Source: an optimization exercise on an open RTL-to-GDS flow (aim: small area). Production flows keep margins and buffers that such runs may drop. In this exercise RTL edits were held to simulation tests only and were not proved equivalent to the original. No activity file was given, so power comes from the tool's default toggle rates.

==> flow/design.v <==
module FIFO #(parameter WIDTH=16,DEPTH=32)(
            input clk,rst,
            input [WIDTH-1:0]data_in,
            input wr,rd,
            output reg[WIDTH-1:0]data_out,
            output reg empty,
            output reg full
            );
localparam AW=$clog2(DEPTH);
reg [AW-1:0] idx;
reg [WIDTH-1:0] mem[DEPTH-1:0];
wire do_wr = wr & !full & !(rd & empty);
wire do_rd = rd & !empty & !(wr & full);
reg [WIDTH-1:0] rdata;
integer k;
always @* begin
  rdata = {WIDTH{1'b0}};
  for (k = 0; k < DEPTH; k = k + 1)
    rdata = rdata | (mem[k] & {WIDTH{idx == k}});
end
always @(posedge clk)
  if (do_wr) begin
    mem[0] <= data_in;
    for (k = 1; k < DEPTH; k = k + 1)
      mem[k] <= mem[k-1];
  end
always @(posedge clk or negedge rst)
begin
  if (!rst) begin
    data_out <= 0;
    idx <= {AW{1'b1}};
    empty <= 1'b1;
    full <= 1'b0;
  end else begin
    if (do_rd)
      data_out <= rdata;
    if (do_wr & !do_rd) begin
      idx <= idx + 1'b1;
      empty <= 1'b0;
      full <= (idx == DEPTH-2);
    end else if (do_rd & !do_wr) begin
      idx <= idx - 1'b1;
      full <= 1'b0;
      empty <= (idx == 0);
    end
  end
end
endmodule
export LEC_CHECK = 0
export CAP_MARGIN = 20
export CORE_MARGIN = 2
export CORE_UTILIZATION = 40
export SLEW_MARGIN = 20
create_clock -name core_clock -period 5.0 [get_ports {clk}]
standard.sh (not shown) runs the stock make flow with config.mk's settings and CLKGATE_MAP_FILE= SYNTH_SCRIPT=/design/flow/synth_recipe.tcl, a recipe that flattens the netlist after the stock synthesis.
==> flow/flow/run.sh <==
#!/bin/bash
# Standard ORFS flow (the standard.sh) with:
#  - an area-oriented ABC script in synthesis (flow/synth.tcl, flow/area.abc)
#  - CTS with smaller clock buffers and no dummy loads
D=$(pwd)
export MY_ABC_SCRIPT=$D/flow/area.abc
export CTS_ARGS="-sink_clustering_enable -repair_clock_nets -dont_use_dummy_load -buf_list {sky130_fd_sc_hd__clkbuf_4 sky130_fd_sc_hd__clkbuf_8}"
bash standard.sh SYNTH_SCRIPT=$D/flow/synth.tcl finish > $D/flow.log 2>&1
==> flow/flow/area.abc <==
strash
&get -n
&fraig -x
&put
scorr
dc2
strash
&get -n
&dch -f
&nf -R 1000
&put
==> flow/flow/synth.tcl <==
# The standard flow's synthesis (synth_recipe.tcl) with the ABC script swapped for an
# area-oriented one; everything else, including dfflibmap, is unchanged.
proc synth {args} { yosys synth -nofsm -noshare {*}$args }
proc my_abc_args {a} {
  set i [lsearch -exact $a -script]
  return [lreplace $a [expr {$i+1}] [expr {$i+1}] $::env(MY_ABC_SCRIPT)]
}
set f [open $::env(SCRIPTS_DIR)/synth.tcl r]; set s [read $f]; close $f
set s [string map [list {log_cmd abc {*}$abc_args} {log_cmd abc {*}[my_abc_args $abc_args]}] $s]
set f [open $::env(OBJECTS_DIR)/synth_patched.tcl w]; puts $f $s; close $f
source $::env(OBJECTS_DIR)/synth_patched.tcl
# left out here: clear keep_hierarchy, flatten, clean up, hide names made inside functions, write 1_2_yosys.v
Edit:
==> flow/flow/run.sh (replaced) <==
#!/bin/bash
# Standard ORFS flow (the standard.sh) with:
#  - an area-oriented ABC script in synthesis (flow/synth.tcl, flow/area.abc)
#  - CTS with larger sink clusters of clkbuf_8 and no dummy loads
#  - port buffers made with buf_1
D=$(pwd)
export MY_ABC_SCRIPT=$D/flow/area.abc
export CTS_ARGS="-sink_clustering_enable -repair_clock_nets -dont_use_dummy_load -buf_list {sky130_fd_sc_hd__clkbuf_8} -root_buf sky130_fd_sc_hd__clkbuf_4 -sink_clustering_size 16 -sink_clustering_max_diameter 60"
export BUFFER_PORTS_ARGS="-buffer_cell sky130_fd_sc_hd__buf_1"
bash standard.sh SYNTH_SCRIPT=$D/flow/synth.tcl finish > $D/flow.log 2>&1
CORE_UTILIZATION = 60   (was 40)
Routed wire length drops slightly.
Die area drops by a quarter to a third.
Combinational power drops by a few percent.
Final cell count drops by about a fifth.
Edit:
==> flow/flow/run.sh (replaced) <==
#!/bin/bash
# Standard ORFS flow (the standard.sh) with:
#  - an area-oriented ABC script in synthesis (flow/synth.tcl, flow/area.abc)
#  - CTS with larger sink clusters of clkbuf_8 and no dummy loads
#  - port buffers made with buf_1
D=$(pwd)
export MY_ABC_SCRIPT=$D/flow/area.abc
export CTS_ARGS="-sink_clustering_enable -repair_clock_nets -dont_use_dummy_load -buf_list {sky130_fd_sc_hd__clkbuf_8} -sink_clustering_size 16 -sink_clustering_max_diameter 60"
export BUFFER_PORTS_ARGS="-buffer_cell sky130_fd_sc_hd__buf_1"
bash standard.sh SYNTH_SCRIPT=$D/flow/synth.tcl finish > $D/flow.log 2>&1
CORE_UTILIZATION = 40   (was 60)
GPL_TIMING_DRIVEN = 0   (was unset)
Result: Total power rose by 3.0%. Fmax fell by 6.3%. Die area rose by 49%.

---

RTL: the design.v shown in full above, as it stands there.
==> flow/config.mk <==
export PLATFORM = sky130hd
export DESIGN_NAME = FIFO
export DESIGN_NICKNAME = FIFO
export VERILOG_FILES = /design/flow/design.v
export SDC_FILE = /design/flow/constraint.sdc
export NUM_CORES = 4
export LEC_CHECK = 0
export CAP_MARGIN = 20
export CORE_MARGIN = 2
export CORE_UTILIZATION = 40
export SLEW_MARGIN = 20
==> flow/constraint.sdc <==
create_clock -name core_clock -period 5.0 [get_ports {clk}]
set_input_delay 1.0000 -clock core_clock [delete_from_list [all_inputs] [get_ports {clk}]]
set_output_delay 1.0000 -clock core_clock [all_outputs]
set_load 0.01 [all_outputs]
==> flow/flow/run.sh <==
#!/bin/bash
# Standard ORFS flow (the standard.sh) with:
#  - an area-oriented ABC script in synthesis (flow/synth.tcl, flow/area.abc)
#  - CTS with larger sink clusters of clkbuf_8 and no dummy loads
#  - port buffers made with buf_1
D=$(pwd)
export MY_ABC_SCRIPT=$D/flow/area.abc
export CTS_ARGS="-sink_clustering_enable -repair_clock_nets -dont_use_dummy_load -buf_list {sky130_fd_sc_hd__clkbuf_8} -sink_clustering_size 16 -sink_clustering_max_diameter 60"
export BUFFER_PORTS_ARGS="-buffer_cell sky130_fd_sc_hd__buf_1"
bash standard.sh SYNTH_SCRIPT=$D/flow/synth.tcl finish > $D/flow.log 2>&1
Scripts as last shown in full above: flow/flow/area.abc, flow/flow/synth.tcl
Then changed:
==> flow/flow/run.sh (replaced) <==
#!/bin/bash
# Standard ORFS flow (the standard.sh) with:
#  - an area-oriented ABC script in synthesis (flow/synth.tcl, flow/area.abc)
#  - CTS with smaller clock buffers and no dummy loads
D=$(pwd)
export MY_ABC_SCRIPT=$D/flow/area.abc
export CTS_ARGS="-sink_clustering_enable -repair_clock_nets -dont_use_dummy_load -buf_list {sky130_fd_sc_hd__clkbuf_4 sky130_fd_sc_hd__clkbuf_8}"
bash standard.sh SYNTH_SCRIPT=$D/flow/synth.tcl finish > $D/flow.log 2>&1
Settings changed: CORE_UTILIZATION 40 to 65.
Result: Clock skew rises by 0.011 ns. Die area falls by well over a third. Non-clock buffer count rises by 7. Count of clock-buffer cells in the layout rises by 40. Final cell count falls by roughly a tenth. Sequential power stays flat. Combinational power rises by a few percent. Power rises by roughly a tenth.
Then changed:
==> flow/flow/run.sh (replaced) <==
#!/bin/bash
cp standard.sh out/standard.sh.txt 2>/dev/null
bash standard.sh > standard.log 2>&1
Settings changed: CORE_UTILIZATION 65 to 40.
removed: flow/flow/area.abc
removed: flow/flow/synth.tcl
The new run produced a clean layout.
Wire length came out higher by 9.9%.
Setup slack improved by 0.023 ns.
Via count increases by 4.3%.
Die area grows by 73%.
Clock power is higher by 40%.
Count of clock-buffer cells in the layout went down by 17.
Then changed:
==> flow/flow/run.sh (replaced) <==
#!/bin/bash
# Standard ORFS flow (the standard.sh) with:
#  - an area-oriented ABC script in synthesis (flow/synth.tcl, flow/area.abc)
#  - CTS with larger sink clusters of clkbuf_8 and no dummy loads
#  - port buffers made with buf_1
D=$(pwd)
export MY_ABC_SCRIPT=$D/flow/area.abc
export CTS_ARGS="-sink_clustering_enable -repair_clock_nets -dont_use_dummy_load -buf_list {sky130_fd_sc_hd__clkbuf_8} -sink_clustering_size 20 -sink_clustering_max_diameter 50"
export BUFFER_PORTS_ARGS="-buffer_cell sky130_fd_sc_hd__buf_1"
bash standard.sh SYNTH_SCRIPT=$D/flow/synth.tcl finish > $D/flow.log 2>&1
==> flow/flow/area.abc (new file) <==
strash
&get -n
&fraig -x
&put
scorr
dc2
strash
&get -n
&dch -f
&nf -R 1000
&put
==> flow/flow/synth.tcl (new file) <==
# The standard flow's synthesis (synth_recipe.tcl) with the ABC script swapped for an
# area-oriented one; everything else, including dfflibmap, is unchanged.
proc synth {args} { yosys synth -nofsm -noshare {*}$args }
proc my_abc_args {a} {
  set i [lsearch -exact $a -script]
  return [lreplace $a [expr {$i+1}] [expr {$i+1}] $::env(MY_ABC_SCRIPT)]
}
set f [open $::env(SCRIPTS_DIR)/synth.tcl r]; set s [read $f]; close $f
set s [string map [list {log_cmd abc {*}$abc_args} {log_cmd abc {*}[my_abc_args $abc_args]}] $s]
set f [open $::env(OBJECTS_DIR)/synth_patched.tcl w]; puts $f $s; close $f
source $::env(OBJECTS_DIR)/synth_patched.tcl
# left out here: clear keep_hierarchy, flatten, clean up, hide names made inside functions, write 1_2_yosys.v
Settings changed: CORE_UTILIZATION 40 to 50.
Outcome: The new run ran to the end with no violations; count of clock-buffer cells in the layout decreases by 18; via count fell by 7.9%; setup slack stays flat; routed wire length drops by 8.2%; clock power decreases by 46%.
Then changed:
==> flow/flow/run.sh (replaced) <==
#!/bin/bash
# Standard ORFS flow (the standard.sh) with:
#  - an area-oriented ABC script in synthesis (flow/synth.tcl, flow/area.abc)
#  - CTS with larger sink clusters of clkbuf_8 and no dummy loads
#  - port buffers made with buf_1
D=$(pwd)
export MY_ABC_SCRIPT=$D/flow/area.abc
export CTS_ARGS="-sink_clustering_enable -repair_clock_nets -dont_use_dummy_load -buf_list {sky130_fd_sc_hd__clkbuf_8} -sink_clustering_size 16 -sink_clustering_max_diameter 60"
export BUFFER_PORTS_ARGS="-buffer_cell sky130_fd_sc_hd__buf_1"
bash standard.sh SYNTH_SCRIPT=$D/flow/synth.tcl finish > $D/flow.log 2>&1
Settings changed: CAP_MARGIN 20 to 5, CORE_UTILIZATION 50 to 40, SLEW_MARGIN 20 to 5.
Effect: The new run finished clean. Critical path depth does not change. Cell area stays flat. Clock-buffer cell count goes down by 5. Total power goes down slightly. Core utilization goes down by 11 points. First-iteration DRC count goes up by roughly a tenth.

[port drivers added, routing unchanged]
No port has a modelled driver above. Below, the same layouts with a new extraction and two added sets of constraints. Step 1 assumes that a clkbuf_16 drives the clock port and a buf_2 every other input. Step 2 moves the port delays by t, midway between the first and last clock arrival at a register: inputs arrive t later, outputs are due t later. That takes back most of the time a late clock gives input paths. a / b / c = ideal / step 1 / step 2; a / b = the first two.
run	t, ns	setup WS [ns]	worst setup path after step 2	worst data-port slew with drivers (ns)	pins driven straight from the clock port
the first run of note 1	0.654	1.640 / 1.640 / 1.533	input to register	0.04	1
the second run of note 1	0.744	1.496 / 1.496 / 1.496	register to register	0.04	1
the third run of note 1	0.659	1.259 / 1.259 / 0.960	input to register	0.04	1
the first run of note 2	0.663	1.607 / 1.607 / 1.607	register to register	0.04	1
the second run of note 2	0.627	1.477 / 1.477 / 1.477	register to register	0.04	1
the third run of note 2	0.665	1.500 / 1.500 / 1.490	input to register	0.05	1
the fourth run of note 2	0.645	1.502 / 1.502 / 1.502	register to register	0.03	1
the fifth run of note 2	0.663	1.622 / 1.622 / 1.622	register to register	0.04	1
After both steps every run listed still meets setup and hold. The setup slack of the third run of note 1, which loses most, moves by 0.000 ns with the drivers and by -0.299 ns with both steps.
